This design comes from an exercise in tuning for small area on the open sky130 flow, not from production work.
In this exercise RTL edits were held to simulation tests only and were not proved equivalent to the original.
Power and IR drop assume default switching activity.

===== config.mk =====
export PLATFORM = sky130hd
export DESIGN_NAME = cfpu
export DESIGN_NICKNAME = cfpu
export VERILOG_FILES = /design/flow/design.v
export SDC_FILE = /design/flow/constraint.sdc
export NUM_CORES = 4
export LEC_CHECK = 0
export ABC_AREA = 1
export CAP_MARGIN = 20
export CORE_MARGIN = 2
export CORE_UTILIZATION = 50
export CTS_BUF_LIST = sky130_fd_sc_hd__clkbuf_8
export CTS_CLUSTER_DIAMETER = 50
export CTS_CLUSTER_SIZE = 16
export SLEW_MARGIN = 20

===== constraint.sdc =====
create_clock -name core_clock -period 10.0 [get_ports {clk}]
set_input_delay 2.0000 -clock core_clock [delete_from_list [all_inputs] [get_ports {clk}]]
set_output_delay 2.0000 -clock core_clock [all_outputs]
set_load 0.01 [all_outputs]

===== design.v =====
module cfpu(
	input										clk,
	input										reset,
	input [(10-1):0]				csr_address,
	input										csr_read,
	output [(32-1):0]				csr_readdata,
	input										csr_write,
	input [(32-1):0]				csr_writedata,
	output										csr_waitrequest,
	input [(10-1):0]		fprint_address,
	input										fprint_write,
	input [(32-1):0]				fprint_writedata,
	output										fprint_waitrequest,
	output										checkpoint_write,
	output [32-1 : 0]				checkpoint_writedata,
	output [27-1 : 0]			checkpoint_address,
	input										checkpoint_waitrequest,
	output										irq
);
integer i;
localparam CS_IDLE = 3'd0, CS_ACC = 3'd1, CS_WAIT = 3'd2, CS_CMPW = 3'd3, CS_ACK = 3'd4;
reg [2:0] cs;
wire exception_sel	= (csr_address == 10'd0);
wire success_sel	= (csr_address == 10'd2);
wire fail_sel		= (csr_address == 10'd3);
wire cat_sel		= (csr_address[5:0] == 6'd4);
wire nmr_sel		= (csr_address == 10'd5);
wire maxcount_sel	= (csr_address == 10'd6);
wire wr_known		= exception_sel | cat_sel | nmr_sel | maxcount_sel;
reg [15:0]	exception_reg;
reg [15:0]	success_reg;
reg [31:0]	fail_reg;
assign irq = exception_reg[6];
wire cmp_status_write;
always @(posedge clk or posedge reset) begin
	if (reset)
		cs <= CS_IDLE;
	else case (cs)
		CS_IDLE:
			if (csr_write) begin
				if (wr_known) cs <= CS_ACC;
			end else if (csr_read)
				cs <= CS_ACC;
			else if (cmp_status_write & ~irq)
				cs <= CS_CMPW;
		CS_ACC:  cs <= CS_WAIT;
		CS_CMPW: cs <= CS_ACK;
		default: cs <= CS_IDLE;
	endcase
end
assign csr_waitrequest = ~(cs == CS_WAIT);
wire csr_status_ack  = (cs == CS_ACK);
wire csr_regs_write  = (cs == CS_ACC) & csr_write & exception_sel;
wire csr_cat_write   = (cs == CS_ACC) & csr_write & cat_sel;
wire csr_nmr_write   = (cs == CS_ACC) & csr_write & nmr_sel;
wire csr_max_write   = (cs == CS_ACC) & csr_write & maxcount_sel;
wire cmp_regs_write  = (cs == CS_CMPW);
reg [31:0] readdata_r;
assign csr_readdata = readdata_r;
wire [3:0]	csr_task	= csr_writedata[19:16];
wire [1:0]	csr_lcore	= csr_writedata[25:24];
reg [3:0]	tid;			 
reg			mismatch;
reg [1:0]	lcid;			 
always @(posedge clk or posedge reset) begin
	if (reset)
		readdata_r <= 0;
	else if ((cs == CS_ACC) & ~csr_write)
		readdata_r <= exception_sel ? {16'd0, exception_reg} :
					  success_sel   ? {16'd0, success_reg} :
					  fail_sel      ? fail_reg : 32'd0;
end
always @(posedge clk or posedge reset) begin
	if (reset) begin
		exception_reg <= 0;
		success_reg <= 0;
		fail_reg <= 32'hffffffff;
	end else if (csr_regs_write) begin
		exception_reg <= csr_writedata[15:0];
		success_reg <= 0;
		fail_reg <= 32'hffffffff;
	end else if (cmp_regs_write) begin
		exception_reg[6] <= 1'b1;
		exception_reg[3:0] <= tid;
		exception_reg[5] <= mismatch;
		for (i = 0; i < 16; i = i + 1)
			if (tid == i) begin
				success_reg[i] <= ~mismatch;
				if (mismatch) fail_reg[2*i +: 2] <= lcid;
			end
	end
end
reg			fph;
reg [3:0]	ca0 [0:23];		 
reg [3:0]	ca1 [0:23];
reg [9:0]	mx0 [0:7];
reg [9:0]	mx1 [0:7];
reg [15:0]	nmr;
reg [9:0]	p_val;
reg [3:0]	p_task;
reg [1:0]	p_lcore;
reg			cat_late, max_late;		 
wire p_al = p_task[0] ^ fph;
always @(posedge clk)
	if (cs == CS_ACC) begin
		p_val <= csr_writedata[9:0];
		p_task <= csr_task;
		p_lcore <= csr_lcore;
	end
reg [1:0]	clr;
always @(posedge clk or posedge reset) begin
	if (reset)
		clr <= 2'b11;
	else
		clr <= {clr[0], 1'b0};
end
always @(posedge clk) begin
	for (i = 0; i < 24; i = i + 1) begin
		ca1[i] <= ca0[i];
		ca0[i] <= clr[1] ? 4'd0 :
				  (cat_late && p_al && {p_lcore, p_task[3:1]} == i) ? p_val[3:0] : ca1[i];
	end
	for (i = 0; i < 8; i = i + 1) begin
		mx1[i] <= mx0[i];
		mx0[i] <= clr[1] ? 10'd0 :
				  (max_late && p_al && p_task[3:1] == i) ? p_val : mx1[i];
	end
end
always @(posedge clk or posedge reset) begin
	if (reset) begin
		nmr <= 0;
		cat_late <= 0;
		max_late <= 0;
	end else begin
		if (csr_cat_write) cat_late <= (csr_lcore != 2'd3);
		else if (p_al) cat_late <= 1'b0;
		if (csr_max_write) max_late <= 1'b1;
		else if (p_al) max_late <= 1'b0;
		for (i = 0; i < 16; i = i + 1)
			if (csr_nmr_write && csr_task == i) nmr[i] <= csr_writedata[0];
	end
end
function [3:0] cat_rd(input [1:0] c, input [3:0] t);
	begin
		if (cat_late && p_lcore == c && p_task == t)
			cat_rd = p_val[3:0];
		else if (t[0] ^ fph)
			cat_rd = ca1[{c, t[3:1]}];
		else
			cat_rd = ca0[{c, t[3:1]}];
	end
endfunction
wire [9:0] maxc_tid = (max_late && p_task == tid) ? p_val :
					  (tid[0] ^ fph) ? mx1[tid[3:1]] : mx0[tid[3:1]];
wire cmp_nmr = nmr[tid];
localparam FF_IDLE = 2'd0, FF_WR = 2'd1, FF_WQ = 2'd2;
reg [1:0] ff;
reg [4:0]	fi_cnt;
reg [3:0]	fi_wp;
reg [3:0]	fi_q;			 
reg [25:0]	fr0 [0:7];
reg [25:0]	fr1 [0:7];
wire fi_full  = (fi_cnt == 5'd15);
wire fi_empty = (fi_cnt == 5'd0);
always @(posedge clk or posedge reset) begin
	if (reset)
		ff <= FF_IDLE;
	else case (ff)
		FF_IDLE: if (fprint_write & ~fi_full) ff <= FF_WR;
		FF_WR:   ff <= FF_WQ;
		default: ff <= FF_IDLE;
	endcase
end
assign fprint_waitrequest = ~(ff == FF_WQ);
wire fi_wr = (ff == FF_WR);
wire is_fp_in = (fprint_address[3:0] == 4'd1);
wire [25:0] fi_in = {is_fp_in ? fprint_writedata[5] : fprint_writedata[4], is_fp_in,
					 fprint_address[7:4], fprint_writedata[3:0],
					 fprint_writedata[31:17],
					 is_fp_in ? fprint_writedata[16] : (fprint_address[3:0] == 4'd0)};
wire fi_commit = ((ff == FF_WR) | ((ff == FF_IDLE) & fprint_write & ~fi_full)) & (fi_wp[0] ^ fph);
always @(posedge clk) begin
	for (i = 0; i < 8; i = i + 1) begin
		fr1[i] <= fr0[i];
		fr0[i] <= (fi_commit && fi_wp[3:1] == i) ? fi_in : fr1[i];
	end
end
localparam FS_IDLE = 3'd0, FS_CRW = 3'd1, FS_ACK = 3'd2, FS_RD = 3'd3,
		   FS_DEC = 3'd4, FS_RW = 3'd5, FS_MW = 3'd6;
reg [2:0] fs;
wire fi_rd = (fs == FS_RD);
always @(posedge clk or posedge reset) begin
	if (reset) begin
		fi_cnt <= 0; fi_wp <= 0; fi_q <= 4'hf; fph <= 0;
	end else begin
		fph <= ~fph;
		if (fi_wr) fi_wp <= fi_wp + 1'b1;
		if (fi_rd) fi_q <= fi_q + 1'b1;
		if (fi_wr & ~fi_rd) fi_cnt <= fi_cnt + 1'b1;
		else if (fi_rd & ~fi_wr) fi_cnt <= fi_cnt - 1'b1;
	end
end
wire [25:0]	fe		= (fi_q[0] ^ fph) ? fr1[fi_q[3:1]] : fr0[fi_q[3:1]];
wire [15:0]	fe_data	= fe[15:0];
wire [3:0]	fe_task	= fe[19:16];
wire [3:0]	fe_core	= fe[23:20];
wire		fe_fp	= fe[24];
wire		fe_k	= fe[25];
wire		fe_cs	= ~fe_fp & fe[0];
wire [1:0]	fe_lid	= (cat_rd(2'd0, fe_task) == fe_core) ? 2'd0 :
					  (cat_rd(2'd1, fe_task) == fe_core) ? 2'd1 :
					  (cat_rd(2'd2, fe_task) == fe_core) ? 2'd2 : 2'd3;
reg [15:0]	checkout0, checkout1, checkout2;
reg [15:0]	checkin0, checkin1, checkin2;
wire fe_out = (fe_lid == 2'd0) ? checkout0[fe_task] :
			  (fe_lid == 2'd1) ? checkout1[fe_task] :
			  (fe_lid == 2'd2) ? checkout2[fe_task] : 1'b0;
localparam C_IDLE = 4'd0, C_SET = 4'd1, C_LOAD = 4'd2, C_CMP = 4'd3, C_CKPT = 4'd4,
		   C_INC = 4'd5, C_MM = 4'd6, C_RST = 4'd7, C_TCR = 4'd8, C_STW = 4'd9;
reg [3:0] cst;
assign cmp_status_write = (cst == C_STW);
wire fprint_reset_task = (cst == C_RST);
wire fprint_reset_ack  = (fs == FS_ACK);
always @(posedge clk or posedge reset) begin
	if (reset)
		fs <= FS_IDLE;
	else case (fs)
		FS_IDLE:
			if (fprint_reset_task) fs <= FS_CRW;
			else if (~fi_empty) fs <= FS_RD;
		FS_CRW: fs <= FS_ACK;
		FS_RD:  fs <= FS_DEC;
		FS_DEC:
			if (fe_fp) fs <= fe_out ? FS_MW : FS_IDLE;
			else fs <= FS_RW;
		default: fs <= FS_IDLE;
	endcase
end
always @(posedge clk or posedge reset) begin
	if (reset) begin
		checkout0 <= 0; checkout1 <= 0; checkout2 <= 0;
		checkin0 <= 0; checkin1 <= 0; checkin2 <= 0;
	end else begin
		for (i = 0; i < 16; i = i + 1) begin
			if (fs == FS_CRW) begin
				if (tid == i) begin
					checkout0[i] <= 0; checkout1[i] <= 0; checkout2[i] <= 0;
					checkin0[i] <= 0; checkin1[i] <= 0; checkin2[i] <= 0;
				end
			end else if (fs == FS_RW && fe_cs && fe_task == i) begin
				if (fe_k) begin
					if (fe_lid == 2'd0) checkout0[i] <= 1'b1;
					if (fe_lid == 2'd1) checkout1[i] <= 1'b1;
					if (fe_lid == 2'd2) checkout2[i] <= 1'b1;
				end else if (fe_out) begin
					if (fe_lid == 2'd0) checkin0[i] <= 1'b1;
					if (fe_lid == 2'd1) checkin1[i] <= 1'b1;
					if (fe_lid == 2'd2) checkin2[i] <= 1'b1;
				end
			end
		end
	end
end
wire [15:0] fprint_checkin = checkin0 & checkin1 & (checkin2 | ~nmr);
reg [3:0] task_check;
always @(*) begin
	task_check = 4'd0;
	for (i = 15; i >= 0; i = i - 1)
		if (fprint_checkin[i]) task_check = i;
end
reg [15:0]	fm [0:95];		 
reg [1:0]	mph;
reg			pvalid;
reg [15:0]	pv;
reg [3:0]	pt;
reg [2:0]	pch;
wire mw = (fs == FS_MW);
wire paligned = ((pt[1:0] + mph) == 2'd3);
always @(posedge clk) begin
	mph <= mph + 1'b1;
	if (mw) begin
		pvalid <= (fe_lid != 2'd3);
		pv <= fe_data;
		pt <= fe_task;
		pch <= {fe_lid, fe_k};
	end else if (paligned)
		pvalid <= 1'b0;
end
always @(posedge clk) begin
	for (i = 0; i < 24; i = i + 1) begin
		fm[i*4+1] <= fm[i*4+0];
		fm[i*4+2] <= fm[i*4+1];
		fm[i*4+3] <= fm[i*4+2];
		fm[i*4+0] <= (pvalid && paligned && {pch, pt[3:2]} == i) ? pv : fm[i*4+3];
	end
end
wire [1:0] rpos = tid[1:0] + mph;
wire [3:0] ridx = {tid[3:2], rpos};
wire [15:0] fr00 = (pvalid && pt == tid && pch == 3'd0) ? pv : fm[0*16 + ridx];
wire [15:0] fr01 = (pvalid && pt == tid && pch == 3'd1) ? pv : fm[1*16 + ridx];
wire [15:0] fr10 = (pvalid && pt == tid && pch == 3'd2) ? pv : fm[2*16 + ridx];
wire [15:0] fr11 = (pvalid && pt == tid && pch == 3'd3) ? pv : fm[3*16 + ridx];
wire [15:0] fr20 = (pvalid && pt == tid && pch == 3'd4) ? pv : fm[4*16 + ridx];
wire [15:0] fr21 = (pvalid && pt == tid && pch == 3'd5) ? pv : fm[5*16 + ridx];
wire [31:0] rf0 = {fr01, fr00};
wire [31:0] rf1 = {fr11, fr10};
wire [31:0] rf2 = {fr21, fr20};
reg m01, m12, m20;
always @(posedge clk) begin
	m01 <= (rf0 == rf1);
	m12 <= (rf1 == rf2);
	m20 <= (rf2 == rf0);
end
wire fmatch = m01 & ((m12 & m20) | ~cmp_nmr);
reg [9:0]	tc0 [0:7];
reg [9:0]	tc1 [0:7];
reg			tc_late;
wire [9:0]	tc_rd = (tid[0] ^ fph) ? tc1[tid[3:1]] : tc0[tid[3:1]];
wire		ckpt_ack;
wire		max_reached = (tc_rd == maxc_tid);
always @(posedge clk or posedge reset) begin
	if (reset)
		cst <= C_IDLE;
	else case (cst)
		C_IDLE: if (|fprint_checkin) cst <= C_SET;
		C_SET:  cst <= C_LOAD;
		C_LOAD: cst <= C_CMP;
		C_CMP:  cst <= fmatch ? C_CKPT : C_MM;
		C_CKPT: if (ckpt_ack) cst <= C_INC;
		C_INC:  cst <= C_RST;
		C_MM:   cst <= C_RST;
		C_RST:
			if (fprint_reset_ack)
				cst <= (max_reached | mismatch) ? C_TCR : C_IDLE;
		C_TCR:  cst <= C_STW;
		C_STW:  if (csr_status_ack) cst <= C_IDLE;
		default: cst <= cst;
	endcase
end
always @(posedge clk or posedge reset) begin
	if (reset)
		mismatch <= 0;
	else if (cst == C_MM)
		mismatch <= 1'b1;
	else if (cst == C_IDLE)
		mismatch <= 1'b0;
end
always @(posedge clk)
	if (cst == C_MM)
		lcid <= ~cmp_nmr ? 2'd3 :
				(~m01 & ~m20) ? 2'd0 :
				(~m12 & ~m01) ? 2'd1 :
				(~m20 & ~m12) ? 2'd2 : 2'd3;
always @(posedge clk or posedge reset) begin
	if (reset)
		tid <= 0;
	else if (cst == C_SET)
		tid <= task_check;
end
wire tc_wr = (cst == C_INC) | (cst == C_TCR);
wire tc_commit = (tc_wr & (tid[0] ^ fph)) | tc_late;
wire [9:0] tc_data = ((cst == C_INC) | (cst == C_RST)) ? tc_rd + 1'b1 : 10'd0;
always @(posedge clk or posedge reset) begin
	if (reset)
		tc_late <= 0;
	else
		tc_late <= tc_wr & ~(tid[0] ^ fph);
end
always @(posedge clk) begin
	for (i = 0; i < 8; i = i + 1) begin
		tc1[i] <= tc0[i];
		tc0[i] <= clr[1] ? 10'd0 : (tc_commit && tid[3:1] == i) ? tc_data : tc1[i];
	end
end
localparam P_IDLE = 2'd0, P_CK = 2'd1, P_ACK = 2'd2;
reg [1:0] ps;
reg [1:0] cp_lid;
wire cp_done = cmp_nmr ? (cp_lid == 2'd2) : (cp_lid == 2'd1);
assign ckpt_ack = (ps == P_ACK);
always @(posedge clk or posedge reset) begin
	if (reset)
		ps <= P_IDLE;
	else case (ps)
		P_IDLE: if (cst == C_CKPT) ps <= P_CK;
		P_CK:   if (cp_done) ps <= P_ACK;
		default: ps <= P_IDLE;
	endcase
end
always @(posedge clk)
	cp_lid <= (ps == P_CK) ? cp_lid + 1'b1 : 2'd0;
wire [3:0] cp_phys = (cp_lid == 2'd3) ? 4'd0 : cat_rd(cp_lid, tid);
reg [4:0]	co_cnt;
reg [3:0]	co_wp;
reg [3:0]	co_q;
reg [7:0]	co_ram [0:15];
wire co_full  = (co_cnt == 5'd15);
wire co_empty = (co_cnt == 5'd0);
wire co_wr = (ps == P_CK) & ~co_full;
localparam O_IDLE = 2'd0, O_RD = 2'd1, O_OUT = 2'd2;
reg [1:0] os;
wire co_rd = (os == O_RD);
always @(posedge clk)
	if (co_wr) co_ram[co_wp] <= {cp_phys, tid};
always @(posedge clk or posedge reset) begin
	if (reset) begin
		co_cnt <= 0; co_wp <= 0; co_q <= 4'hf;
	end else begin
		if (co_wr) co_wp <= co_wp + 1'b1;
		if (co_rd) co_q <= co_q + 1'b1;
		if (co_wr & ~co_rd) co_cnt <= co_cnt + 1'b1;
		else if (co_rd & ~co_wr) co_cnt <= co_cnt - 1'b1;
	end
end
always @(posedge clk or posedge reset) begin
	if (reset)
		os <= O_IDLE;
	else case (os)
		O_IDLE: if (~co_empty) os <= O_RD;
		O_RD:   os <= O_OUT;
		O_OUT:  if (~checkpoint_waitrequest) os <= O_IDLE;
		default: os <= O_IDLE;
	endcase
end
wire [7:0] co_out = co_ram[co_q];
assign checkpoint_write     = (os == O_OUT);
assign checkpoint_address   = {3'b110, co_out[7:4], 20'h0};
assign checkpoint_writedata = {23'd0, 1'b1, co_out};
endmodule

===== run.sh =====
#!/bin/bash
# synth_recipe.tcl (not shown) runs the flow's synth.tcl, then flattens the netlist and writes it again
# the make line also repeats each setting of config.mk as NAME=value (left out here)
make -C /OpenROAD-flow-scripts/flow DESIGN_CONFIG=/design/flow/config.mk WORK_HOME=/design/flow/orfs CLKGATE_MAP_FILE= SYNTH_SCRIPT=/design/flow/synth_recipe.tcl finish

==> results.cfg <==
[power]
irDropWorstVdd_v = 0.0004884
p_leak_nw = 43.05
powerDensity_nw_per_um2 = 290.2

[place]
place_ws_ns = 2.921
gp_congestion = 0.9458
port_buffers = 115
dp_hpwl_microns = 192600
dpl.cell_count = 13060

[cts]
root_buffer = clkbuf_8
cts_num_sinks = 2902
cts_setup_buffers = 0
clkTransAtPathRegs_ns = 0.10
tritoncts = built
cts_hold_buf = 0
htree_levels = 5
cts_buffer_depth = 4
numCtsBuffers = 276
worstSkewPairLatency_ns = 1.07
cts_resized = 0

[global_routing]
first_global_vias = 75670
grt_antenna_before_repair = 10
grt_pass1_wl_microns = 474300
grt_max_degree = 156
overflow = 0
grt_usage_pct = 30.25

[sta]
hold_violations = 0
rsz0062_at_grt = false
fmax_ghz = 0.1466
min_period_ns = 6.819
tightest_slew_ns = 1.265
relSlewSlack_pct = 14.81
postLayoutSetupSlackWorst_ns = 3.181
setup_violations = 0
finClkSkew_ns = 0.05296
setup_tns_ns = 0
slew_violations = 0
timing.final.crit_share_pct = 68.19

[setup_path]
path_max_fanout = 48
cp_common_cell = nand2_1
ff2ff_path_depth = 30
cp.required_ns = 10.93
rrSetupSlack_ns = 3.18
path_class = register to register
max_stage_delay_ns = 0.84
cp.arrival_ns = 7.75
r2r-end = checkin2[6]$_DFFE_PP0P_
timing.rr.start = fi_q[2]$_DFFE_PP1P_
worst_setup_path_start_kind = register
cp-end-kind = register
slowest_stage = dfstp_2

[floorplanning]
boundaryPins = 185
coreArea_sq_um = 197800
dieArea_sq_um = 203100
start_util_pct = 50.43
num_rows = 163
die_x_microns = 450.7
die_h_microns = 450.7

[synth]
synth_edf_count = 170
ys_seq_area_share_pct = 61.30
synth-seq-cells = 2902
yosysWarnings = 10
syn_avg_cell_area_sq_um = 9.288
synth_ff_type = dfxtp_1
async_flop_share_pct = 8.994
synthesis.area_sq_um = 99760
postSynthCellCount = 10740
ys_types = 69

[detailed_routing]
wirelength_microns = 315100
vias = 78550
ant_nets = 0
drc = 0
routedWlPerCell_microns = 23.35
vias_per_cell = 5.821
drt_iter0_drc = 8068
drtPass1Iterations = 7

[hold_path]
hp-start = fm[65][1]$_DFF_P_
whs_endpoint = fm[66][1]$_DFF_P_
hold_path_class = register to register
hold_depth = 0

[run_status]
status = timing/DRC/antenna clean

[finish]
largest_register_ffs = 1536
fillers = 18030
reg_top3 = fm (1536), fr0 (208), fr1 (208)
regMostFlops = fm
final_core_util_pct = 54.92
final-instance-count-excl-fill = 13490
syn2layout_area_growth_pct = 8.912
multi_input_area_sq_um = 33970
ff_latch_area_sq_um = 61160
drive_gt1_share_pct = 6.767
nets = 10800

[run]
drv_cap = 0
-- layout by cell type (no fill, tap or decap), types with 18 or more instances in the layout --
master / synthesis / routed
dfrtp_1: 219 / 219
nand4_1: 301 / 301
clkinv_1: 22 / 24
nand3_1: 332 / 330
nor2_1: 549 / 533
o221ai_1: 34 / 34
o21ai_0: 1156 / 1155
nor3_1: 53 / 50
nor4_1: 21 / 21
nand2_1: 2511 / 2511
a32o_1: 18 / 18
ha_1: 19 / 19
dfstp_2: 42 / 41
edfxtp_1: 170 / 170
xor2_1: 73 / 73
a31oi_1: 22 / 22
dfxtp_1: 2471 / 2471
a22o_1: 123 / 123
nor2_4: 17 / 32
a21oi_1: 517 / 517
conb_1: 2 / 48
xnor2_1: 44 / 44
a22oi_1: 246 / 246
mux2i_1: 33 / 33
a211oi_1: 23 / 23
inv_1: 515 / 528
buf_4: 63 / 152
clkdlybuf4s50_1: 0 / 115
a221oi_1: 232 / 232
o22ai_1: 70 / 70
o211ai_1: 106 / 106
clkbuf_8: 0 / 306
-- worst max-delay path: cells and delay by family, from the launching register on --
kind | cells | cell delay (ns)
buf+inv | 4 | 1.82
simple gates | 26 | 3.98
flops | 1 | 0.84
-- cell type report --
class	instances	area share (%)
antenna	8	0.01842
clock buffer	306	3.876
clock inverter	125	1.203
inverter	555	1.954
multi-input combinational	6677	31.26
sequential	2902	56.29
tap	2640	3.040
timing repair buffer	281	2.358
-- cell families (layout without fill, tap and decap cells) --
| logic type | Yosys count | in the layout | synth area share (%) |
|---|---|---|---|
| AND/OR/NAND/NOR | 3828 | 3828 | 15.98 |
| other | 2 | 56 | 0.007528 |
| buffers and inverters | 1208 | 1267 | 4.984 |
| AO/OA/AOI/OAI | 2613 | 2613 | 15.89 |
| adder cells (fa/ha/maj) | 21 | 21 | 0.2784 |
| multiplexers | 49 | 49 | 0.5117 |
| XOR/XNOR | 118 | 118 | 1.043 |
| flip-flops | 2902 | 2902 | 61.30 |
-- cells in the mapped netlist (42+ instances only) --
| library cell | n | area [sq um] |
|---|---|---|
| xnor2_1 | 44 | 385.4 |
| nor3_1 | 53 | 265.3 |
| o21ai_0 | 1156 | 5786 |
| nor2_1 | 549 | 2061 |
| nand4_1 | 301 | 1883 |
| nand2_1 | 2511 | 9425 |
| dfxtp_1 | 2471 | 49470 |
| inv_1 | 515 | 1933 |
| buf_1 | 64 | 240.2 |
| dfrtp_1 | 219 | 5480 |
| a22o_1 | 123 | 1077 |
| a22oi_1 | 246 | 1847 |
| a221oi_1 | 232 | 2032 |
| buf_4 | 63 | 473.0 |
| a21oi_1 | 517 | 2587 |
| clkbuf_1 | 467 | 1753 |
| o22ai_1 | 70 | 437.9 |
| dfstp_2 | 42 | 1104 |
| nand3_1 | 332 | 1662 |
| xor2_1 | 73 | 639.4 |
| edfxtp_1 | 170 | 5105 |
| o211ai_1 | 106 | 795.8 |
-- worst max path at each step --
| stage | start | to | slack [ns] |
|---|---|---|---|
| 2_1_floorplan | reset | cat_late$_DFFE_PP0P_ | 0.89 |
| 3_3_place_gp | fi_q[2]$_DFFE_PP1P_ | fs[2]$_DFFE_PP0P_ | 3.04 |
| 3_5_place_dp | fi_q[2]$_DFFE_PP1P_ | fs[2]$_DFFE_PP0P_ | 2.92 |
| 4_1_cts | fi_q[2]$_DFFE_PP1P_ | fs[2]$_DFFE_PP0P_ | 2.91 |
| 5_1_grt | fi_q[2]$_DFFE_PP1P_ | checkin1[11]$_DFFE_PP0P_ | 2.75 |
| 6_report | fi_q[2]$_DFFE_PP1P_ | checkin2[6]$_DFFE_PP0P_ | 3.18 |
-- power breakdown --
| part | switching [mW] | total [mW] | internal, mW | leakage [nW] |
|---|---|---|---|---|
| Combinational | 7.34 | 9.86 | 2.52 | 15.2 |
| Sequential | 0.915 | 14.2 | 13.2 | 24.9 |
| Clock | 4.17 | 7.52 | 3.35 | 2.92 |
-- metrics by stage --
| step | cell area (sq um) | hold slack, ns | power, mW |
|---|---|---|---|
| 2_1_floorplan | 99940 | 0.3241 | 20.53 |
| 3_3_place_gp | 103100 | 0.3287 | 23.86 |
| 3_5_place_dp | 103100 | 0.3317 | 24.02 |
| 4_1_cts | 108600 | 0.3275 | 31.44 |
| 5_1_grt | 108600 | 0.3308 | 33.06 |
| 6_report | 108700 | 0.3277 | 31.53 |
-- layer usage --
metal	track usage, %	vias to the layer above	routed length, microns
met4	10.75	8	11360
met1	42.76	38160	139400
li1	-	36440	-
met5	0	-	56
met2	46.93	3267	139400
met3	4.861	669	24910

==> static timing again, ports no longer ideal <==
How much do the figures lean on ideal ports? The routed layout below was timed once more, with nothing changed but the port constraints.
Step 1 assumes that a clkbuf_16 drives the clock port and a buf_2 every other input.
Step 2, shift: input delay + t, output delay - t, t = (earliest + latest rising clock arrival at the registers) / 2. This alone moves slack from input paths to output paths.
Slacks: ideal ports / drivers / drivers and shift; pairs: ideal ports / drivers.
t, ns: 1.129
setup WS [ns]: 3.181 / 3.181 / 3.181
hold WS [ns]: 0.328 / 0.328 / 0.328
worst setup path at the end: register to register
worst slew at a driven data input, ns: 0.21
After both steps setup and hold are still met in this run. The setup slack of this run moves by 0.000 ns with the drivers and by 0.000 ns with both steps.
